This design comes from an exercise in tuning for small area on the open sky130 flow, not from production work.
Only the layout flow was run in this run; the RTL was not checked for function there.

--- flow/config.mk ---
export PLATFORM = sky130hd
export DESIGN_NAME = fir_filter
export DESIGN_NICKNAME = fir_filter
export VERILOG_FILES = /design/flow/design.v
export SDC_FILE = /design/flow/constraint.sdc
export NUM_CORES = 4
export LEC_CHECK = 0
export CAP_MARGIN = 20
export CORE_MARGIN = 2
export CORE_UTILIZATION = 40
export SLEW_MARGIN = 20
export SYNTH_HIERARCHICAL = 1
export SYNTH_MINIMUM_KEEP_SIZE = 0
--- flow/constraint.sdc ---
create_clock -name core_clock -period 8.0 [get_ports {CLK_Filter}]
set_input_delay 1.6000 -clock core_clock [delete_from_list [all_inputs] [get_ports {CLK_Filter}]]
set_output_delay 1.6000 -clock core_clock [all_outputs]
set_load 0.01 [all_outputs]
--- flow/design.v ---
module fir_filter (
    input CLK_Filter,
    input rst_n,
    input wire [7:0] filter_in,
    output reg [19:0] filter_out
);
  reg [7:0] d0;
  reg [7:0] d1;
  reg [7:0] d2;
  reg [7:0] d3;
  reg [7:0] d4;
  reg [7:0] d5;
  reg [7:0] d6;
  reg [7:0] d7;
  reg [7:0] d8;
  reg [7:0] d9;
  reg [7:0] d10;
  reg [7:0] d11;
  reg [7:0] d12;
  reg [7:0] d13;
  reg [7:0] d14;
  reg [7:0] d15;
  reg [7:0] d16;
  reg [7:0] d17;
  reg [7:0] d18;
  reg [7:0] d19;
  reg [7:0] d20;
  reg [7:0] d21;
  reg [7:0] d22;
  reg [7:0] d23;
  always @(posedge CLK_Filter or negedge rst_n) begin
    if (!rst_n) begin
      d0 <= 8'd0;
      d1 <= 8'd0;
      d2 <= 8'd0;
      d3 <= 8'd0;
      d4 <= 8'd0;
      d5 <= 8'd0;
      d6 <= 8'd0;
      d7 <= 8'd0;
      d8 <= 8'd0;
      d9 <= 8'd0;
      d10 <= 8'd0;
      d11 <= 8'd0;
      d12 <= 8'd0;
      d13 <= 8'd0;
      d14 <= 8'd0;
      d15 <= 8'd0;
      d16 <= 8'd0;
      d17 <= 8'd0;
      d18 <= 8'd0;
      d19 <= 8'd0;
      d20 <= 8'd0;
      d21 <= 8'd0;
      d22 <= 8'd0;
      d23 <= 8'd0;
    end else begin
      d0 <= filter_in;
      d1 <= d0;
      d2 <= d1;
      d3 <= d2;
      d4 <= d3;
      d5 <= d4;
      d6 <= d5;
      d7 <= d6;
      d8 <= d7;
      d9 <= d8;
      d10 <= d9;
      d11 <= d10;
      d12 <= d11;
      d13 <= d12;
      d14 <= d13;
      d15 <= d14;
      d16 <= d15;
      d17 <= d16;
      d18 <= d17;
      d19 <= d18;
      d20 <= d19;
      d21 <= d20;
      d22 <= d21;
      d23 <= d22;
    end
  end
  wire s0, c1;
  fir_ha us0 (.a(d3[0]), .b(d22[0]), .s(s0), .co(c1));
  wire s2, c3;
  fir_fa us2 (.a(d3[1]), .b(d22[1]), .ci(c1), .s(s2), .co(c3));
  wire s4, c5;
  fir_fa us4 (.a(d3[2]), .b(d22[2]), .ci(c3), .s(s4), .co(c5));
  wire s6, c7;
  fir_fa us6 (.a(d3[3]), .b(d22[3]), .ci(c5), .s(s6), .co(c7));
  wire s8, c9;
  fir_fa us8 (.a(d3[4]), .b(d22[4]), .ci(c7), .s(s8), .co(c9));
  wire s10, c11;
  fir_fa us10 (.a(d3[5]), .b(d22[5]), .ci(c9), .s(s10), .co(c11));
  wire s12, c13;
  fir_fa us12 (.a(d3[6]), .b(d22[6]), .ci(c11), .s(s12), .co(c13));
  wire s14, c15;
  fir_fa us14 (.a(d3[7]), .b(d22[7]), .ci(c13), .s(s14), .co(c15));
  wire s16, c17;
  fir_ha us16 (.a(d5[0]), .b(d20[0]), .s(s16), .co(c17));
  wire s18, c19;
  fir_fa us18 (.a(d5[1]), .b(d20[1]), .ci(c17), .s(s18), .co(c19));
  wire s20, c21;
  fir_fa us20 (.a(d5[2]), .b(d20[2]), .ci(c19), .s(s20), .co(c21));
  wire s22, c23;
  fir_fa us22 (.a(d5[3]), .b(d20[3]), .ci(c21), .s(s22), .co(c23));
  wire s24, c25;
  fir_fa us24 (.a(d5[4]), .b(d20[4]), .ci(c23), .s(s24), .co(c25));
  wire s26, c27;
  fir_fa us26 (.a(d5[5]), .b(d20[5]), .ci(c25), .s(s26), .co(c27));
  wire s28, c29;
  fir_fa us28 (.a(d5[6]), .b(d20[6]), .ci(c27), .s(s28), .co(c29));
  wire s30, c31;
  fir_fa us30 (.a(d5[7]), .b(d20[7]), .ci(c29), .s(s30), .co(c31));
  wire n32 = ~s16;
  wire n33 = ~s18;
  wire n34 = ~s20;
  wire n35 = ~s22;
  wire n36 = ~s24;
  wire n37 = ~s26;
  wire n38 = ~s28;
  wire n39 = ~s30;
  wire n40 = ~c31;
  wire s41, c42;
  fir_ha us41 (.a(d6[0]), .b(d19[0]), .s(s41), .co(c42));
  wire s43, c44;
  fir_fa us43 (.a(d6[1]), .b(d19[1]), .ci(c42), .s(s43), .co(c44));
  wire s45, c46;
  fir_fa us45 (.a(d6[2]), .b(d19[2]), .ci(c44), .s(s45), .co(c46));
  wire s47, c48;
  fir_fa us47 (.a(d6[3]), .b(d19[3]), .ci(c46), .s(s47), .co(c48));
  wire s49, c50;
  fir_fa us49 (.a(d6[4]), .b(d19[4]), .ci(c48), .s(s49), .co(c50));
  wire s51, c52;
  fir_fa us51 (.a(d6[5]), .b(d19[5]), .ci(c50), .s(s51), .co(c52));
  wire s53, c54;
  fir_fa us53 (.a(d6[6]), .b(d19[6]), .ci(c52), .s(s53), .co(c54));
  wire s55, c56;
  fir_fa us55 (.a(d6[7]), .b(d19[7]), .ci(c54), .s(s55), .co(c56));
  wire s57, c58;
  fir_ha us57 (.a(d7[0]), .b(d18[0]), .s(s57), .co(c58));
  wire s59, c60;
  fir_fa us59 (.a(d7[1]), .b(d18[1]), .ci(c58), .s(s59), .co(c60));
  wire s61, c62;
  fir_fa us61 (.a(d7[2]), .b(d18[2]), .ci(c60), .s(s61), .co(c62));
  wire s63, c64;
  fir_fa us63 (.a(d7[3]), .b(d18[3]), .ci(c62), .s(s63), .co(c64));
  wire s65, c66;
  fir_fa us65 (.a(d7[4]), .b(d18[4]), .ci(c64), .s(s65), .co(c66));
  wire s67, c68;
  fir_fa us67 (.a(d7[5]), .b(d18[5]), .ci(c66), .s(s67), .co(c68));
  wire s69, c70;
  fir_fa us69 (.a(d7[6]), .b(d18[6]), .ci(c68), .s(s69), .co(c70));
  wire s71, c72;
  fir_fa us71 (.a(d7[7]), .b(d18[7]), .ci(c70), .s(s71), .co(c72));
  wire n73 = ~s57;
  wire n74 = ~s59;
  wire n75 = ~s61;
  wire n76 = ~s63;
  wire n77 = ~s65;
  wire n78 = ~s67;
  wire n79 = ~s69;
  wire n80 = ~s71;
  wire n81 = ~c72;
  wire s82, c83;
  fir_ha us82 (.a(d8[0]), .b(d17[0]), .s(s82), .co(c83));
  wire s84, c85;
  fir_fa us84 (.a(d8[1]), .b(d17[1]), .ci(c83), .s(s84), .co(c85));
  wire s86, c87;
  fir_fa us86 (.a(d8[2]), .b(d17[2]), .ci(c85), .s(s86), .co(c87));
  wire s88, c89;
  fir_fa us88 (.a(d8[3]), .b(d17[3]), .ci(c87), .s(s88), .co(c89));
  wire s90, c91;
  fir_fa us90 (.a(d8[4]), .b(d17[4]), .ci(c89), .s(s90), .co(c91));
  wire s92, c93;
  fir_fa us92 (.a(d8[5]), .b(d17[5]), .ci(c91), .s(s92), .co(c93));
  wire s94, c95;
  fir_fa us94 (.a(d8[6]), .b(d17[6]), .ci(c93), .s(s94), .co(c95));
  wire s96, c97;
  fir_fa us96 (.a(d8[7]), .b(d17[7]), .ci(c95), .s(s96), .co(c97));
  wire n98 = ~s82;
  wire n99 = ~s84;
  wire n100 = ~s86;
  wire n101 = ~s88;
  wire n102 = ~s90;
  wire n103 = ~s92;
  wire n104 = ~s94;
  wire n105 = ~s96;
  wire n106 = ~c97;
  wire s107, c108;
  fir_ha us107 (.a(d9[0]), .b(d16[0]), .s(s107), .co(c108));
  wire s109, c110;
  fir_fa us109 (.a(d9[1]), .b(d16[1]), .ci(c108), .s(s109), .co(c110));
  wire s111, c112;
  fir_fa us111 (.a(d9[2]), .b(d16[2]), .ci(c110), .s(s111), .co(c112));
  wire s113, c114;
  fir_fa us113 (.a(d9[3]), .b(d16[3]), .ci(c112), .s(s113), .co(c114));
  wire s115, c116;
  fir_fa us115 (.a(d9[4]), .b(d16[4]), .ci(c114), .s(s115), .co(c116));
  wire s117, c118;
  fir_fa us117 (.a(d9[5]), .b(d16[5]), .ci(c116), .s(s117), .co(c118));
  wire s119, c120;
  fir_fa us119 (.a(d9[6]), .b(d16[6]), .ci(c118), .s(s119), .co(c120));
  wire s121, c122;
  fir_fa us121 (.a(d9[7]), .b(d16[7]), .ci(c120), .s(s121), .co(c122));
  wire n123 = ~s107;
  wire n124 = ~s109;
  wire n125 = ~s111;
  wire n126 = ~s113;
  wire n127 = ~s115;
  wire n128 = ~s117;
  wire n129 = ~s119;
  wire n130 = ~s121;
  wire n131 = ~c122;
  wire s132, c133;
  fir_ha us132 (.a(d10[0]), .b(d15[0]), .s(s132), .co(c133));
  wire s134, c135;
  fir_fa us134 (.a(d10[1]), .b(d15[1]), .ci(c133), .s(s134), .co(c135));
  wire s136, c137;
  fir_fa us136 (.a(d10[2]), .b(d15[2]), .ci(c135), .s(s136), .co(c137));
  wire s138, c139;
  fir_fa us138 (.a(d10[3]), .b(d15[3]), .ci(c137), .s(s138), .co(c139));
  wire s140, c141;
  fir_fa us140 (.a(d10[4]), .b(d15[4]), .ci(c139), .s(s140), .co(c141));
  wire s142, c143;
  fir_fa us142 (.a(d10[5]), .b(d15[5]), .ci(c141), .s(s142), .co(c143));
  wire s144, c145;
  fir_fa us144 (.a(d10[6]), .b(d15[6]), .ci(c143), .s(s144), .co(c145));
  wire s146, c147;
  fir_fa us146 (.a(d10[7]), .b(d15[7]), .ci(c145), .s(s146), .co(c147));
  wire n148 = ~s132;
  wire n149 = ~s134;
  wire n150 = ~s136;
  wire n151 = ~s138;
  wire n152 = ~s140;
  wire n153 = ~s142;
  wire n154 = ~s144;
  wire n155 = ~s146;
  wire n156 = ~c147;
  wire s157, c158;
  fir_ha us157 (.a(d11[0]), .b(d14[0]), .s(s157), .co(c158));
  wire s159, c160;
  fir_fa us159 (.a(d11[1]), .b(d14[1]), .ci(c158), .s(s159), .co(c160));
  wire s161, c162;
  fir_fa us161 (.a(d11[2]), .b(d14[2]), .ci(c160), .s(s161), .co(c162));
  wire s163, c164;
  fir_fa us163 (.a(d11[3]), .b(d14[3]), .ci(c162), .s(s163), .co(c164));
  wire s165, c166;
  fir_fa us165 (.a(d11[4]), .b(d14[4]), .ci(c164), .s(s165), .co(c166));
  wire s167, c168;
  fir_fa us167 (.a(d11[5]), .b(d14[5]), .ci(c166), .s(s167), .co(c168));
  wire s169, c170;
  fir_fa us169 (.a(d11[6]), .b(d14[6]), .ci(c168), .s(s169), .co(c170));
  wire s171, c172;
  fir_fa us171 (.a(d11[7]), .b(d14[7]), .ci(c170), .s(s171), .co(c172));
  wire n173 = ~s157;
  wire n174 = ~s159;
  wire n175 = ~s161;
  wire n176 = ~s163;
  wire n177 = ~s165;
  wire n178 = ~s167;
  wire n179 = ~s169;
  wire n180 = ~s171;
  wire n181 = ~c172;
  wire s182, c183;
  fir_fa us182 (.a(d2[0]), .b(d23[0]), .ci(s0), .s(s182), .co(c183));
  wire s184, c185;
  fir_fa us184 (.a(s157), .b(n98), .ci(n124), .s(s184), .co(c185));
  wire s186, c187;
  fir_fa us186 (.a(n149), .b(s182), .ci(s184), .s(s186), .co(c187));
  wire s188 = ~(d2[1] ^ d23[1]);
  wire c189 = d2[1] | d23[1];
  wire s190, c191;
  fir_fa us190 (.a(s188), .b(s41), .ci(n32), .s(s190), .co(c191));
  wire s192, c193;
  fir_fa us192 (.a(n73), .b(c183), .ci(s2), .s(s192), .co(c193));
  wire s194, c195;
  fir_fa us194 (.a(s159), .b(n99), .ci(s190), .s(s194), .co(c195));
  wire s196, c197;
  fir_fa us196 (.a(n125), .b(n150), .ci(c185), .s(s196), .co(c197));
  wire s198, c199;
  fir_fa us198 (.a(s192), .b(s194), .ci(c187), .s(s198), .co(c199));
  wire s200, c201;
  fir_fa us200 (.a(d2[2]), .b(d23[2]), .ci(c189), .s(s200), .co(c201));
  wire s202, c203;
  fir_fa us202 (.a(s0), .b(s41), .ci(n173), .s(s202), .co(c203));
  wire s204, c205;
  fir_fa us204 (.a(s200), .b(s43), .ci(c191), .s(s204), .co(c205));
  wire s206, c207;
  fir_fa us206 (.a(n33), .b(n74), .ci(s202), .s(s206), .co(c207));
  wire s208, c209;
  fir_fa us208 (.a(s4), .b(s161), .ci(c193), .s(s208), .co(c209));
  wire s210, c211;
  fir_fa us210 (.a(n100), .b(c195), .ci(s204), .s(s210), .co(c211));
  wire s212, c213;
  fir_fa us212 (.a(s206), .b(n126), .ci(n151), .s(s212), .co(c213));
  wire s214, c215;
  fir_fa us214 (.a(c197), .b(s208), .ci(s210), .s(s214), .co(c215));
  wire s216, c217;
  fir_fa us216 (.a(c199), .b(s212), .ci(s214), .s(s216), .co(c217));
  wire s218, c219;
  fir_fa us218 (.a(d2[3]), .b(d23[3]), .ci(d4[0]), .s(s218), .co(c219));
  wire s220, c221;
  fir_fa us220 (.a(d21[0]), .b(s82), .ci(n148), .s(s220), .co(c221));
  wire s222, c223;
  fir_fa us222 (.a(s218), .b(c201), .ci(s2), .s(s222), .co(c223));
  wire s224, c225;
  fir_fa us224 (.a(s43), .b(c203), .ci(n174), .s(s224), .co(c225));
  wire s226, c227;
  fir_fa us226 (.a(s220), .b(s45), .ci(c205), .s(s226), .co(c227));
  wire s228, c229;
  fir_fa us228 (.a(n34), .b(n75), .ci(s222), .s(s228), .co(c229));
  wire s230, c231;
  fir_fa us230 (.a(c207), .b(s224), .ci(s6), .s(s230), .co(c231));
  wire s232, c233;
  fir_fa us232 (.a(s163), .b(c209), .ci(n101), .s(s232), .co(c233));
  wire s234, c235;
  fir_fa us234 (.a(c211), .b(s226), .ci(s228), .s(s234), .co(c235));
  wire s236, c237;
  fir_fa us236 (.a(n127), .b(n152), .ci(c213), .s(s236), .co(c237));
  wire s238, c239;
  fir_fa us238 (.a(s230), .b(s232), .ci(c215), .s(s238), .co(c239));
  wire s240, c241;
  fir_fa us240 (.a(s234), .b(s236), .ci(c217), .s(s240), .co(c241));
  wire s242 = ~(d2[4] ^ d23[4]);
  wire c243 = d2[4] | d23[4];
  wire s244, c245;
  fir_fa us244 (.a(d4[1]), .b(d21[1]), .ci(s242), .s(s244), .co(c245));
  wire s246, c247;
  fir_fa us246 (.a(s16), .b(s41), .ci(s107), .s(s246), .co(c247));
  wire s248, c249;
  fir_fa us248 (.a(c219), .b(s244), .ci(s84), .s(s248), .co(c249));
  wire s250, c251;
  fir_fa us250 (.a(c221), .b(n149), .ci(s246), .s(s250), .co(c251));
  wire s252, c253;
  fir_fa us252 (.a(s4), .b(s45), .ci(c223), .s(s252), .co(c253));
  wire s254, c255;
  fir_fa us254 (.a(n175), .b(c225), .ci(s248), .s(s254), .co(c255));
  wire s256, c257;
  fir_fa us256 (.a(s250), .b(s47), .ci(c227), .s(s256), .co(c257));
  wire s258, c259;
  fir_fa us258 (.a(n35), .b(n76), .ci(c229), .s(s258), .co(c259));
  wire s260, c261;
  fir_fa us260 (.a(s252), .b(s254), .ci(s8), .s(s260), .co(c261));
  wire s262, c263;
  fir_fa us262 (.a(s165), .b(c231), .ci(n102), .s(s262), .co(c263));
  wire s264, c265;
  fir_fa us264 (.a(c233), .b(s256), .ci(c235), .s(s264), .co(c265));
  wire s266, c267;
  fir_fa us266 (.a(s258), .b(n128), .ci(n153), .s(s266), .co(c267));
  wire s268, c269;
  fir_fa us268 (.a(c237), .b(s260), .ci(s262), .s(s268), .co(c269));
  wire s270, c271;
  fir_fa us270 (.a(c239), .b(s264), .ci(s266), .s(s270), .co(c271));
  wire s272, c273;
  fir_fa us272 (.a(s268), .b(c241), .ci(s270), .s(s272), .co(c273));
  wire s274, c275;
  fir_fa us274 (.a(d2[5]), .b(d23[5]), .ci(d4[2]), .s(s274), .co(c275));
  wire s276, c277;
  fir_fa us276 (.a(d21[2]), .b(c243), .ci(s57), .s(s276), .co(c277));
  wire s278, c279;
  fir_fa us278 (.a(s82), .b(s107), .ci(s274), .s(s278), .co(c279));
  wire s280, c281;
  fir_fa us280 (.a(c245), .b(c247), .ci(s18), .s(s280), .co(c281));
  wire s282, c283;
  fir_fa us282 (.a(s43), .b(s109), .ci(s276), .s(s282), .co(c283));
  wire s284, c285;
  fir_fa us284 (.a(s278), .b(s86), .ci(c249), .s(s284), .co(c285));
  wire s286, c287;
  fir_fa us286 (.a(n150), .b(c251), .ci(s280), .s(s286), .co(c287));
  wire s288, c289;
  fir_fa us288 (.a(s282), .b(s6), .ci(s47), .s(s288), .co(c289));
  wire s290, c291;
  fir_fa us290 (.a(c253), .b(n176), .ci(c255), .s(s290), .co(c291));
  wire s292, c293;
  fir_fa us292 (.a(s284), .b(s286), .ci(s49), .s(s292), .co(c293));
  wire s294, c295;
  fir_fa us294 (.a(c257), .b(n36), .ci(n77), .s(s294), .co(c295));
  wire s296, c297;
  fir_fa us296 (.a(c259), .b(s288), .ci(s290), .s(s296), .co(c297));
  wire s298, c299;
  fir_fa us298 (.a(s10), .b(s167), .ci(c261), .s(s298), .co(c299));
  wire s300, c301;
  fir_fa us300 (.a(n103), .b(c263), .ci(s292), .s(s300), .co(c301));
  wire s302, c303;
  fir_fa us302 (.a(s294), .b(c265), .ci(n129), .s(s302), .co(c303));
  wire s304, c305;
  fir_fa us304 (.a(n154), .b(c267), .ci(s296), .s(s304), .co(c305));
  wire s306, c307;
  fir_fa us306 (.a(s298), .b(c269), .ci(s300), .s(s306), .co(c307));
  wire s308, c309;
  fir_fa us308 (.a(c271), .b(s302), .ci(s304), .s(s308), .co(c309));
  wire s310, c311;
  fir_fa us310 (.a(s306), .b(c273), .ci(s308), .s(s310), .co(c311));
  wire s312, c313;
  fir_fa us312 (.a(d2[6]), .b(d23[6]), .ci(d4[3]), .s(s312), .co(c313));
  wire s314, c315;
  fir_fa us314 (.a(d21[3]), .b(d12[0]), .ci(d13[0]), .s(s314), .co(c315));
  wire s316, c317;
  fir_fa us316 (.a(s132), .b(s157), .ci(c275), .s(s316), .co(c317));
  wire s318, c319;
  fir_fa us318 (.a(s312), .b(s314), .ci(c277), .s(s318), .co(c319));
  wire s320, c321;
  fir_fa us320 (.a(s59), .b(s84), .ci(s109), .s(s320), .co(c321));
  wire s322, c323;
  fir_fa us322 (.a(c279), .b(s316), .ci(s20), .s(s322), .co(c323));
  wire s324, c325;
  fir_fa us324 (.a(s45), .b(s111), .ci(c281), .s(s324), .co(c325));
  wire s326, c327;
  fir_fa us326 (.a(c283), .b(s318), .ci(s320), .s(s326), .co(c327));
  wire s328, c329;
  fir_fa us328 (.a(s88), .b(c285), .ci(n151), .s(s328), .co(c329));
  wire s330, c331;
  fir_fa us330 (.a(c287), .b(s322), .ci(s324), .s(s330), .co(c331));
  wire s332, c333;
  fir_fa us332 (.a(s326), .b(s8), .ci(s49), .s(s332), .co(c333));
  wire s334, c335;
  fir_fa us334 (.a(c289), .b(n177), .ci(c291), .s(s334), .co(c335));
  wire s336, c337;
  fir_fa us336 (.a(s328), .b(s330), .ci(s51), .s(s336), .co(c337));
  wire s338, c339;
  fir_fa us338 (.a(c293), .b(n37), .ci(n78), .s(s338), .co(c339));
  wire s340, c341;
  fir_fa us340 (.a(c295), .b(s332), .ci(c297), .s(s340), .co(c341));
  wire s342, c343;
  fir_fa us342 (.a(s334), .b(s12), .ci(s169), .s(s342), .co(c343));
  wire s344, c345;
  fir_fa us344 (.a(c299), .b(n104), .ci(c301), .s(s344), .co(c345));
  wire s346, c347;
  fir_fa us346 (.a(s336), .b(s338), .ci(n130), .s(s346), .co(c347));
  wire s348, c349;
  fir_fa us348 (.a(n155), .b(c303), .ci(c305), .s(s348), .co(c349));
  wire s350, c351;
  fir_fa us350 (.a(s340), .b(s342), .ci(c307), .s(s350), .co(c351));
  wire s352, c353;
  fir_fa us352 (.a(s344), .b(c309), .ci(s346), .s(s352), .co(c353));
  wire s354, c355;
  fir_fa us354 (.a(s348), .b(s350), .ci(s352), .s(s354), .co(c355));
  wire s356, c357;
  fir_fa us356 (.a(d2[7]), .b(d23[7]), .ci(d4[4]), .s(s356), .co(c357));
  wire s358, c359;
  fir_fa us358 (.a(d21[4]), .b(d12[1]), .ci(d13[1]), .s(s358), .co(c359));
  wire s360, c361;
  fir_fa us360 (.a(c313), .b(c315), .ci(s356), .s(s360), .co(c361));
  wire s362, c363;
  fir_fa us362 (.a(s358), .b(s134), .ci(s159), .s(s362), .co(c363));
  wire s364, c365;
  fir_fa us364 (.a(c317), .b(s360), .ci(c319), .s(s364), .co(c365));
  wire s366, c367;
  fir_fa us366 (.a(s61), .b(s86), .ci(s111), .s(s366), .co(c367));
  wire s368, c369;
  fir_fa us368 (.a(c321), .b(s362), .ci(s22), .s(s368), .co(c369));
  wire s370, c371;
  fir_fa us370 (.a(s47), .b(s113), .ci(c323), .s(s370), .co(c371));
  wire s372, c373;
  fir_fa us372 (.a(c325), .b(s364), .ci(c327), .s(s372), .co(c373));
  wire s374, c375;
  fir_fa us374 (.a(s366), .b(s90), .ci(n152), .s(s374), .co(c375));
  wire s376, c377;
  fir_fa us376 (.a(c329), .b(c331), .ci(s368), .s(s376), .co(c377));
  wire s378, c379;
  fir_fa us378 (.a(s370), .b(s372), .ci(s10), .s(s378), .co(c379));
  wire s380, c381;
  fir_fa us380 (.a(s51), .b(c333), .ci(n178), .s(s380), .co(c381));
  wire s382, c383;
  fir_fa us382 (.a(c335), .b(s374), .ci(s376), .s(s382), .co(c383));
  wire s384, c385;
  fir_fa us384 (.a(s53), .b(c337), .ci(n38), .s(s384), .co(c385));
  wire s386, c387;
  fir_fa us386 (.a(n79), .b(c339), .ci(s378), .s(s386), .co(c387));
  wire s388, c389;
  fir_fa us388 (.a(s380), .b(n131), .ci(n156), .s(s388), .co(c389));
  wire s390, c391;
  fir_fa us390 (.a(c341), .b(s14), .ci(s171), .s(s390), .co(c391));
  wire s392, c393;
  fir_fa us392 (.a(c343), .b(n105), .ci(s382), .s(s392), .co(c393));
  wire s394, c395;
  fir_fa us394 (.a(c345), .b(s384), .ci(s386), .s(s394), .co(c395));
  wire s396, c397;
  fir_fa us396 (.a(c347), .b(s388), .ci(c349), .s(s396), .co(c397));
  wire s398, c399;
  fir_fa us398 (.a(s390), .b(s392), .ci(c351), .s(s398), .co(c399));
  wire s400, c401;
  fir_fa us400 (.a(s394), .b(c353), .ci(s396), .s(s400), .co(c401));
  wire s402, c403;
  fir_fa us402 (.a(s398), .b(c355), .ci(s400), .s(s402), .co(c403));
  wire s404, c405;
  fir_fa us404 (.a(d4[5]), .b(d21[5]), .ci(d12[2]), .s(s404), .co(c405));
  wire s406, c407;
  fir_fa us406 (.a(d13[2]), .b(c357), .ci(c359), .s(s406), .co(c407));
  wire s408, c409;
  fir_fa us408 (.a(s404), .b(c361), .ci(s406), .s(s408), .co(c409));
  wire s410, c411;
  fir_fa us410 (.a(s136), .b(s161), .ci(c363), .s(s410), .co(c411));
  wire s412, c413;
  fir_fa us412 (.a(s408), .b(c365), .ci(s63), .s(s412), .co(c413));
  wire s414, c415;
  fir_fa us414 (.a(s88), .b(s113), .ci(c367), .s(s414), .co(c415));
  wire s416, c417;
  fir_fa us416 (.a(s410), .b(s24), .ci(s49), .s(s416), .co(c417));
  wire s418, c419;
  fir_fa us418 (.a(s115), .b(c369), .ci(c371), .s(s418), .co(c419));
  wire s420, c421;
  fir_fa us420 (.a(c373), .b(s412), .ci(s414), .s(s420), .co(c421));
  wire s422, c423;
  fir_fa us422 (.a(s92), .b(n153), .ci(c375), .s(s422), .co(c423));
  wire s424, c425;
  fir_fa us424 (.a(c377), .b(s416), .ci(s418), .s(s424), .co(c425));
  wire s426, c427;
  fir_fa us426 (.a(s420), .b(s12), .ci(s53), .s(s426), .co(c427));
  wire s428, c429;
  fir_fa us428 (.a(c379), .b(n179), .ci(c381), .s(s428), .co(c429));
  wire s430, c431;
  fir_fa us430 (.a(s422), .b(c15), .ci(c172), .s(s430), .co(c431));
  wire s432, c433;
  fir_fa us432 (.a(n106), .b(c383), .ci(s424), .s(s432), .co(c433));
  wire s434, c435;
  fir_fa us434 (.a(s55), .b(n39), .ci(n80), .s(s434), .co(c435));
  wire s436, c437;
  fir_fa us436 (.a(c385), .b(c387), .ci(s426), .s(s436), .co(c437));
  wire s438, c439;
  fir_fa us438 (.a(s428), .b(c389), .ci(s430), .s(s438), .co(c439));
  wire s440, c441;
  fir_fa us440 (.a(c391), .b(s432), .ci(c393), .s(s440), .co(c441));
  wire s442, c443;
  fir_fa us442 (.a(s434), .b(c395), .ci(s436), .s(s442), .co(c443));
  wire s444, c445;
  fir_fa us444 (.a(c397), .b(s438), .ci(s440), .s(s444), .co(c445));
  wire s446, c447;
  fir_fa us446 (.a(c399), .b(s442), .ci(c401), .s(s446), .co(c447));
  wire s448, c449;
  fir_fa us448 (.a(s444), .b(c403), .ci(s446), .s(s448), .co(c449));
  wire s450, c451;
  fir_fa us450 (.a(d4[6]), .b(d21[6]), .ci(d12[3]), .s(s450), .co(c451));
  wire s452, c453;
  fir_fa us452 (.a(d13[3]), .b(c405), .ci(s450), .s(s452), .co(c453));
  wire s454, c455;
  fir_fa us454 (.a(c407), .b(s452), .ci(c409), .s(s454), .co(c455));
  wire s456, c457;
  fir_fa us456 (.a(s138), .b(s163), .ci(c411), .s(s456), .co(c457));
  wire s458, c459;
  fir_fa us458 (.a(s454), .b(s65), .ci(s90), .s(s458), .co(c459));
  wire s460, c461;
  fir_fa us460 (.a(s115), .b(c413), .ci(c415), .s(s460), .co(c461));
  wire s462, c463;
  fir_fa us462 (.a(s456), .b(s26), .ci(s51), .s(s462), .co(c463));
  wire s464, c465;
  fir_fa us464 (.a(s117), .b(c417), .ci(c419), .s(s464), .co(c465));
  wire s466, c467;
  fir_fa us466 (.a(c421), .b(s458), .ci(s460), .s(s466), .co(c467));
  wire s468, c469;
  fir_fa us468 (.a(s94), .b(n154), .ci(c423), .s(s468), .co(c469));
  wire s470, c471;
  fir_fa us470 (.a(c425), .b(s462), .ci(s464), .s(s470), .co(c471));
  wire s472, c473;
  fir_fa us472 (.a(c56), .b(n40), .ci(n81), .s(s472), .co(c473));
  wire s474, c475;
  fir_fa us474 (.a(s466), .b(s14), .ci(s55), .s(s474), .co(c475));
  wire s476, c477;
  fir_fa us476 (.a(c427), .b(n180), .ci(c429), .s(s476), .co(c477));
  wire s478, c479;
  fir_fa us478 (.a(s468), .b(c431), .ci(c433), .s(s478), .co(c479));
  wire s480, c481;
  fir_fa us480 (.a(s470), .b(c435), .ci(s472), .s(s480), .co(c481));
  wire s482, c483;
  fir_fa us482 (.a(c437), .b(s474), .ci(s476), .s(s482), .co(c483));
  wire s484, c485;
  fir_fa us484 (.a(c439), .b(s478), .ci(c441), .s(s484), .co(c485));
  wire s486, c487;
  fir_fa us486 (.a(s480), .b(c443), .ci(s482), .s(s486), .co(c487));
  wire s488, c489;
  fir_fa us488 (.a(c445), .b(s484), .ci(s486), .s(s488), .co(c489));
  wire s490, c491;
  fir_fa us490 (.a(c447), .b(s488), .ci(c449), .s(s490), .co(c491));
  wire s492 = ~(d4[7] ^ d21[7]);
  wire c493 = d4[7] | d21[7];
  wire s494, c495;
  fir_fa us494 (.a(d12[4]), .b(d13[4]), .ci(s492), .s(s494), .co(c495));
  wire s496, c497;
  fir_fa us496 (.a(c451), .b(s494), .ci(c453), .s(s496), .co(c497));
  wire s498, c499;
  fir_fa us498 (.a(s496), .b(c455), .ci(s140), .s(s498), .co(c499));
  wire s500, c501;
  fir_fa us500 (.a(s165), .b(c457), .ci(s67), .s(s500), .co(c501));
  wire s502, c503;
  fir_fa us502 (.a(s92), .b(s117), .ci(c459), .s(s502), .co(c503));
  wire s504, c505;
  fir_fa us504 (.a(c461), .b(s498), .ci(s28), .s(s504), .co(c505));
  wire s506, c507;
  fir_fa us506 (.a(s53), .b(s119), .ci(c463), .s(s506), .co(c507));
  wire s508, c509;
  fir_fa us508 (.a(c465), .b(c467), .ci(s500), .s(s508), .co(c509));
  wire s510, c511;
  fir_fa us510 (.a(s502), .b(c15), .ci(c56), .s(s510), .co(c511));
  wire s512, c513;
  fir_fa us512 (.a(n181), .b(s96), .ci(n155), .s(s512), .co(c513));
  wire s514, c515;
  fir_fa us514 (.a(c469), .b(c471), .ci(s504), .s(s514), .co(c515));
  wire s516, c517;
  fir_fa us516 (.a(s506), .b(c473), .ci(s508), .s(s516), .co(c517));
  wire s518, c519;
  fir_fa us518 (.a(s510), .b(c475), .ci(c477), .s(s518), .co(c519));
  wire s520, c521;
  fir_fa us520 (.a(s512), .b(c479), .ci(s514), .s(s520), .co(c521));
  wire s522, c523;
  fir_fa us522 (.a(c481), .b(s516), .ci(s518), .s(s522), .co(c523));
  wire s524, c525;
  fir_fa us524 (.a(c483), .b(s520), .ci(c485), .s(s524), .co(c525));
  wire s526, c527;
  fir_fa us526 (.a(s522), .b(c487), .ci(s524), .s(s526), .co(c527));
  wire s528, c529;
  fir_fa us528 (.a(c489), .b(s526), .ci(c491), .s(s528), .co(c529));
  wire s530 = ~(d12[5] ^ d13[5]);
  wire c531 = d12[5] | d13[5];
  wire s532, c533;
  fir_fa us532 (.a(c493), .b(s530), .ci(c495), .s(s532), .co(c533));
  wire s534, c535;
  fir_fa us534 (.a(s532), .b(c497), .ci(s142), .s(s534), .co(c535));
  wire s536, c537;
  fir_fa us536 (.a(s167), .b(c499), .ci(s69), .s(s536), .co(c537));
  wire s538, c539;
  fir_fa us538 (.a(s94), .b(s119), .ci(c501), .s(s538), .co(c539));
  wire s540, c541;
  fir_fa us540 (.a(c503), .b(s534), .ci(c97), .s(s540), .co(c541));
  wire s542, c543;
  fir_fa us542 (.a(n156), .b(s30), .ci(s55), .s(s542), .co(c543));
  wire s544, c545;
  fir_fa us544 (.a(s121), .b(c505), .ci(c507), .s(s544), .co(c545));
  wire s546, c547;
  fir_fa us546 (.a(c509), .b(s536), .ci(s538), .s(s546), .co(c547));
  wire s548, c549;
  fir_fa us548 (.a(c511), .b(s540), .ci(c513), .s(s548), .co(c549));
  wire s550, c551;
  fir_fa us550 (.a(c515), .b(s542), .ci(s544), .s(s550), .co(c551));
  wire s552, c553;
  fir_fa us552 (.a(c517), .b(s546), .ci(c519), .s(s552), .co(c553));
  wire s554, c555;
  fir_fa us554 (.a(s548), .b(s550), .ci(c521), .s(s554), .co(c555));
  wire s556, c557;
  fir_fa us556 (.a(c523), .b(s552), .ci(s554), .s(s556), .co(c557));
  wire s558, c559;
  fir_fa us558 (.a(c525), .b(s556), .ci(c527), .s(s558), .co(c559));
  wire s560 = ~(d12[6] ^ d13[6]);
  wire c561 = d12[6] | d13[6];
  wire s562, c563;
  fir_fa us562 (.a(c531), .b(s560), .ci(c533), .s(s562), .co(c563));
  wire s564, c565;
  fir_fa us564 (.a(s562), .b(s144), .ci(s169), .s(s564), .co(c565));
  wire s566, c567;
  fir_fa us566 (.a(c535), .b(c31), .ci(c56), .s(s566), .co(c567));
  wire s568, c569;
  fir_fa us568 (.a(c122), .b(s71), .ci(s96), .s(s568), .co(c569));
  wire s570, c571;
  fir_fa us570 (.a(s121), .b(c537), .ci(c539), .s(s570), .co(c571));
  wire s572, c573;
  fir_fa us572 (.a(s564), .b(c541), .ci(s566), .s(s572), .co(c573));
  wire s574, c575;
  fir_fa us574 (.a(c543), .b(c545), .ci(c547), .s(s574), .co(c575));
  wire s576, c577;
  fir_fa us576 (.a(s568), .b(s570), .ci(c549), .s(s576), .co(c577));
  wire s578, c579;
  fir_fa us578 (.a(s572), .b(c551), .ci(s574), .s(s578), .co(c579));
  wire s580, c581;
  fir_fa us580 (.a(c553), .b(s576), .ci(c555), .s(s580), .co(c581));
  wire s582, c583;
  fir_fa us582 (.a(s578), .b(c557), .ci(s580), .s(s582), .co(c583));
  wire s584, c585;
  fir_fa us584 (.a(d12[7]), .b(d13[7]), .ci(c561), .s(s584), .co(c585));
  wire s586, c587;
  fir_fa us586 (.a(s584), .b(c563), .ci(c72), .s(s586), .co(c587));
  wire s588, c589;
  fir_fa us588 (.a(c97), .b(c122), .ci(s146), .s(s588), .co(c589));
  wire s590, c591;
  fir_fa us590 (.a(s171), .b(c565), .ci(c567), .s(s590), .co(c591));
  wire s592, c593;
  fir_fa us592 (.a(s586), .b(c569), .ci(c571), .s(s592), .co(c593));
  wire s594, c595;
  fir_fa us594 (.a(s588), .b(c573), .ci(s590), .s(s594), .co(c595));
  wire s596, c597;
  fir_fa us596 (.a(c575), .b(s592), .ci(c577), .s(s596), .co(c597));
  wire s598, c599;
  fir_fa us598 (.a(s594), .b(c579), .ci(s596), .s(s598), .co(c599));
  wire s600, c601;
  fir_fa us600 (.a(c581), .b(s598), .ci(c583), .s(s600), .co(c601));
  wire s602 = ~(c585 ^ c147);
  wire c603 = c585 | c147;
  wire s604, c605;
  fir_fa us604 (.a(c172), .b(s602), .ci(c587), .s(s604), .co(c605));
  wire s606, c607;
  fir_fa us606 (.a(c589), .b(c591), .ci(s604), .s(s606), .co(c607));
  wire s608, c609;
  fir_fa us608 (.a(c593), .b(c595), .ci(s606), .s(s608), .co(c609));
  wire s610, c611;
  fir_fa us610 (.a(c597), .b(s608), .ci(c599), .s(s610), .co(c611));
  wire s612 = ~(c603 ^ c605);
  wire c613 = c603 | c605;
  wire s614, c615;
  fir_fa us614 (.a(s612), .b(c607), .ci(c609), .s(s614), .co(c615));
  wire s616 = ~(c613 ^ c615);
  wire c617 = c613 | c615;
  wire s618, c619;
  fir_ha us618 (.a(n123), .b(n148), .s(s618), .co(c619));
  wire s620, c621;
  fir_ha us620 (.a(c619), .b(s186), .s(s620), .co(c621));
  wire s622, c623;
  fir_fa us622 (.a(s196), .b(c621), .ci(s198), .s(s622), .co(c623));
  wire s624, c625;
  fir_ha us624 (.a(c623), .b(s216), .s(s624), .co(c625));
  wire s626, c627;
  fir_fa us626 (.a(s238), .b(c625), .ci(s240), .s(s626), .co(c627));
  wire s628, c629;
  fir_ha us628 (.a(c627), .b(s272), .s(s628), .co(c629));
  wire s630, c631;
  fir_ha us630 (.a(c629), .b(s310), .s(s630), .co(c631));
  wire s632, c633;
  fir_fa us632 (.a(c311), .b(c631), .ci(s354), .s(s632), .co(c633));
  wire s634, c635;
  fir_ha us634 (.a(s558), .b(c529), .s(s634), .co(c635));
  wire s636, c637;
  fir_fa us636 (.a(s582), .b(c559), .ci(c635), .s(s636), .co(c637));
  wire o638 = s402 ^ c633;
  wire u639 = c633 & s402;
  wire o640 = s448 ^ u639;
  wire u641 = u639 & s448;
  wire o642 = s490 ^ u641;
  wire u643 = u641 & s490;
  wire o644 = s528 ^ u643;
  wire u645 = u643 & s528;
  wire o646 = s634 ^ u645;
  wire u647 = u645 & s634;
  wire o648 = s636 ^ u647;
  wire u649 = u647 & s636;
  wire k650 = c637 | u649;
  wire s651, c652;
  fir_ha us651 (.a(s610), .b(c601), .s(s651), .co(c652));
  wire s653, c654;
  fir_fa us653 (.a(s614), .b(c611), .ci(c652), .s(s653), .co(c654));
  wire s655, c656;
  fir_ha us655 (.a(s616), .b(c654), .s(s655), .co(c656));
  wire s657 = ~(c617 ^ c656);
  wire c658 = c617 | c656;
  wire n659 = ~c658;
  wire o660 = s600 ^ k650;
  wire u661 = k650 & s600;
  wire o662 = s651 ^ u661;
  wire u663 = u661 & s651;
  wire o664 = s653 ^ u663;
  wire u665 = u663 & s653;
  wire o666 = s655 ^ u665;
  wire u667 = u665 & s655;
  wire o668 = s657 ^ u667;
  wire u669 = u667 & s657;
  wire o670 = n659 ^ u669;
  wire [19:0] y = {o670, o668, o666, o664, o662, o660, o648, o646, o644, o642, o640, o638, s632, s630, s628, s626, s624, s622, s620, s618};
  always @(posedge CLK_Filter or negedge rst_n) begin
    if (!rst_n) filter_out <= 20'd0;
    else filter_out <= y;
  end
endmodule
module fir_fa (input a, input b, input ci, output s, output co);
  assign s = a ^ b ^ ci;
  assign co = (a & b) | (a & ci) | (b & ci);
endmodule
module fir_ha (input a, input b, output s, output co);
  assign s = a ^ b;
  assign co = a & b;
endmodule
--- flow/run.sh ---
#!/bin/bash
# synth_recipe.tcl (not shown) runs the flow's synth.tcl, then flattens the netlist and writes it again
# the make line also repeats each setting of config.mk as NAME=value (left out here)
make -C /OpenROAD-flow-scripts/flow DESIGN_CONFIG=/design/flow/config.mk WORK_HOME=/design/flow/orfs CLKGATE_MAP_FILE= SYNTH_SCRIPT=/design/flow/synth_recipe.tcl finish
==> summary.json <==
{
  "critical_path_capture_point": {"value": "filter_out[19]$_DFF_PN0_"},
  "finalWeightedCongestion": {"value": 0.871},
  "max-clock-path-buffers": {"value": 3},
  "maxCapViolCount": {"value": 0},
  "vias": {"value": 4967},
  "final.period_utilization": {"value": 104, "unit": "%"},
  "avgSynthCellArea": {"value": 19.1, "unit": "sq um"},
  "grt_antenna_before_repair": {"value": 0},
  "finalMaxSlewViolations": {"value": 0},
  "worst_max_slew_pin_slew": {"value": 895, "unit": "ps"},
  "postCtsHoldBufs": {"value": 0},
  "cp.arrival": {"value": 8730, "unit": "ps"},
  "grt_start_max_net_pins": {"value": 83},
  "cp-startpoint": {"value": "d3[0]$_DFF_PN0_"},
  "ys_ff_latch": {"value": 212},
  "clock_sinks": {"value": 212},
  "fillerInstances": {"value": 2420},
  "number_of_global_route_vias_before_repair": {"value": 6398},
  "iteration_count_of_the_initial_detailed_routing_pass": {"value": 4},
  "crit_reg_reg_startpoint": {"value": "d3[0]$_DFF_PN0_"},
  "finalCriticalPeriod": {"value": 8300, "unit": "ps"},
  "timing.hold.worst.class": {"value": "reg2reg"},
  "fp.dieW": {"value": 174, "unit": "um"},
  "drt-vias-per-instance": {"value": 4.40},
  "setup.worst_path.start_class": {"value": "flip-flop"},
  "rsz0062_at_grt": {"value": "true"},
  "clockRootBuffer": {"value": "sky130_fd_sc_hd__clkbuf_16"},
  "clock_insertion_delay_worst_skew": {"value": 530, "unit": "ps"},
  "max_clock_freq": {"value": 0.120, "unit": "GHz"},
  "hpwl": {"value": 20.0, "unit": "mm"},
  "outcome": {"value": "complete, but fails checks"},
  "buffer_ports.inserted": {"value": 29},
  "post_drt_wl_per_cell": {"value": 20.6, "unit": "um"},
  "worstRegToRegCells": {"value": 24},
  "floorplan.initialDensity": {"value": 40.3, "unit": "%"},
  "slew_headroom": {"value": 40.3, "unit": "%"},
  "std_cell_rows": {"value": 62},
  "setup.worst_path.class": {"value": "reg2reg"},
  "timing.final.hold_violations": {"value": 0},
  "nets": {"value": 1044},
  "worst_setup_path_end_kind": {"value": "flip-flop"},
  "cts_tree": {"value": "yes"},
  "rrSetupSlack": {"value": -300, "unit": "ps"},
  "ys_top_cells_by_area": {"value": "sky130_fd_sc_hd__fa_1 47%, sky130_fd_sc_hd__dfrtp_1 46%, sky130_fd_sc_hd__ha_1 3.9%, sky130_fd_sc_hd__inv_1 2.7%, sky130_fd_sc_hd__xor2_1 0.076%"},
  "holdWs": {"value": 345, "unit": "ps"},
  "synth_area_leader_cell": {"value": "sky130_fd_sc_hd__fa_1"},
  "vertical_die_dimension": {"value": 174, "unit": "um"},
  "so.violations": {"value": "setup timing"},
  "syn2layout_area_growth": {"value": 21.4, "unit": "%"},
  "post-route-util": {"value": 48.9, "unit": "%"},
  "timing.critical_path.fanout_max": {"value": 2},
  "die_area": {"value": 30100, "unit": "sq um"},
  "cts_buffers": {"value": 24},
  "detail_route.iter0.violations": {"value": 217},
  "yosys.cell_types.count": {"value": 6},
  "finalClockSkew": {"value": 23.3, "unit": "ps"},
  "netlist_area": {"value": 11500, "unit": "sq um"},
  "largest_register_ff_count": {"value": 20},
  "overflow_left_after_global_routing": {"value": 0},
  "cts.clk_slew.worst_paths": {"value": 60, "unit": "ps"},
  "timing.critical_path.required": {"value": 8420, "unit": "ps"},
  "registers.top_by_ff_count": {"value": "filter_out"},
  "count_of_mapped_cells_out_of_synthesis": {"value": 603},
  "route.antenna.remaining_nets": {"value": 0},
  "htree_levels": {"value": 1},
  "post-synth-top-area-fraction": {"value": 47.2, "unit": "%"},
  "synthesis.yosys.warnings": {"value": 7},
  "io_pins": {"value": 30},
  "groute.usage.overall": {"value": 16.9, "unit": "%"},
  "drcViolationCount": {"value": 0},
  "final.setup.worst_slack": {"value": -303, "unit": "ps"},
  "synthesis.nets": {"value": 920},
  "post_cts_setup_inserts": {"value": 0},
  "design.core.area": {"value": 28500, "unit": "sq um"},
  "final-setup-viol-count": {"value": 3},
  "critical_path.reg2reg.endpoint": {"value": "filter_out[19]$_DFF_PN0_"},
  "route.final.wire_length": {"value": 23.3, "unit": "mm"},
  "grt_pass1_wl": {"value": 37.5, "unit": "mm"},
  "synth-seq-area-share": {"value": 46.1, "unit": "%"},
  "post_route_cells_drive_above_1_share": {"value": 27.8, "unit": "%"}
}
==> timing repair <==
action                                  in CTS  in global routing
pin swaps                                   17                  1
endpoints found under the setup margin       5                  4
resized for setup                           40                  5
==> placed cells by master, fill, tap and decap left out <==
cell and count:
sky130_fd_sc_hd__xor2_1 1, sky130_fd_sc_hd__clkdlybuf4s50_1 28, sky130_fd_sc_hd__dfrtp_1 212, sky130_fd_sc_hd__inv_1 76
sky130_fd_sc_hd__clkbuf_16 24, sky130_fd_sc_hd__clkinv_16 1, sky130_fd_sc_hd__fa_2 80, sky130_fd_sc_hd__inv_2 6
sky130_fd_sc_hd__clkbuf_1 4, sky130_fd_sc_hd__ha_4 9, sky130_fd_sc_hd__clkinv_4 2, sky130_fd_sc_hd__or2_4 1
sky130_fd_sc_hd__ha_2 2, sky130_fd_sc_hd__ha_1 25, sky130_fd_sc_hd__fa_1 191, sky130_fd_sc_hd__buf_6 1
sky130_fd_sc_hd__clkinvlp_4 3, sky130_fd_sc_hd__clkbuf_8 8, sky130_fd_sc_hd__diode_2 1, sky130_fd_sc_hd__bufinv_16 2
sky130_fd_sc_hd__buf_4 68
==> synth_stat cells <==
library cell and count:
sky130_fd_sc_hd__fa_1 271, sky130_fd_sc_hd__dfrtp_1 212, sky130_fd_sc_hd__inv_1 82, sky130_fd_sc_hd__ha_1 36, sky130_fd_sc_hd__or2_1 1, sky130_fd_sc_hd__xor2_1 1
==> modules after synthesis (local to each module, per instance) <==
| module | cells inside | times used | flip-flops and latches | cell area [sq um] |
|---|---|---|---|---|
| fir_ha | 1 | 16 | 0 | 12.5 |
| fir_filter | 316 | 1 | 212 | 5880 |
| fir_fa | 1 | 271 | 0 | 20.0 |
==> critical path, cell delays in order (launching register included) <==
cell and delay (ps):
sky130_fd_sc_hd__dfrtp_1 390, sky130_fd_sc_hd__ha_1 230, sky130_fd_sc_hd__fa_2 340, sky130_fd_sc_hd__fa_2 360, sky130_fd_sc_hd__fa_2 410, sky130_fd_sc_hd__fa_2 380
sky130_fd_sc_hd__fa_2 370, sky130_fd_sc_hd__fa_2 670, sky130_fd_sc_hd__fa_2 490, sky130_fd_sc_hd__fa_2 380, sky130_fd_sc_hd__fa_1 560, sky130_fd_sc_hd__fa_1 430
sky130_fd_sc_hd__fa_1 470, sky130_fd_sc_hd__fa_2 380, sky130_fd_sc_hd__fa_2 360, sky130_fd_sc_hd__ha_4 170, sky130_fd_sc_hd__fa_1 460, sky130_fd_sc_hd__ha_2 200
sky130_fd_sc_hd__or2_4 240, sky130_fd_sc_hd__ha_4 170, sky130_fd_sc_hd__ha_4 160, sky130_fd_sc_hd__ha_4 160, sky130_fd_sc_hd__ha_4 160, sky130_fd_sc_hd__ha_4 150
sky130_fd_sc_hd__xor2_1 140
==> routing by layer <==
metal / routed length, um / GRT usage (%)
met1: 10100 / 24.1
met2: 11700 / 27.4
met3: 1180 / 3.60
met4: 375 / 3.50
met5: 0 / 0
==> final cells by class <==
type                            instances  area [sq um]  share of cell area [%]
Multi-Input combinational cell        309          6210                    44.5
Sequential cell                       212          5310                    38.0
Timing Repair Buffer                   98           816                    5.84
Clock buffer                           35           712                    5.10
Tap cell                              384           480                    3.44
Inverter                               82           308                    2.20
Clock inverter                          8           130                   0.932
Antenna cell                            1          2.50                  0.0179
==> worst min-delay path by stage <==
stage                                  to       startpoint  slack, ps  cells after the start
after detailed placement  d1[4]$_DFF_PN0_  d0[4]$_DFF_PN0_        330                      0
after global placement    d1[3]$_DFF_PN0_  d0[3]$_DFF_PN0_        330                      0
final                     d1[6]$_DFF_PN0_  d0[6]$_DFF_PN0_        350                      0
after CTS                 d1[6]$_DFF_PN0_  d0[6]$_DFF_PN0_        350                      0
after floorplan           d1[0]$_DFF_PN0_  d0[0]$_DFF_PN0_        330                      0
after global routing      d2[5]$_DFF_PN0_  d1[5]$_DFF_PN0_        350                      0
==> through the flow <==
stage                     TNS [ps]  cells  cell area (sq um)  worst slack (ps)
final                         -567   1129              14000              -303
after global routing         -1080   1128              14000              -473
after CTS                     -748   1128              13900              -365
after detailed placement     -1710   1085              13000              -609
after global placement       -1540   1085              13000              -572
after floorplan              -63.6    603              11700             -63.6
==> kinds of logic after synthesis <==
logic type               synth area share (%)
flip-flops                               46.1
buffers and inverters                    2.68
AND/OR/NAND/NOR                        0.0544
adder cells (fa/ha/maj)                  51.1
XOR/XNOR                               0.0762

re-timing with driven ports:
The results above use ideal ports. As a check the final layout listed here was re-extracted and re-timed, cells and wires unchanged. Step 1 sets driving cells, clkbuf_16 on the clock port and buf_2 on the other inputs (assumed; they add their load-dependent delay and slew). Step 2 adds t to the input delays and takes it off the output delays; t is the mean of the earliest and latest rising clock arrival at the registers after step 1. Input paths then give back, and output paths get back, about the clock's delay inside the block. a / b / c = ideal / step 1 / step 2; a / b = the first two.
shift t [ns]: 0.572
setup WS [ns]: -0.303 / -0.303 / -0.303
hold WS [ns]: 0.345 / 0.345 / 0.345
worst setup path at the end: register to register
The setup slack of this run moves by 0.000 ns with the drivers and by 0.000 ns with both steps.
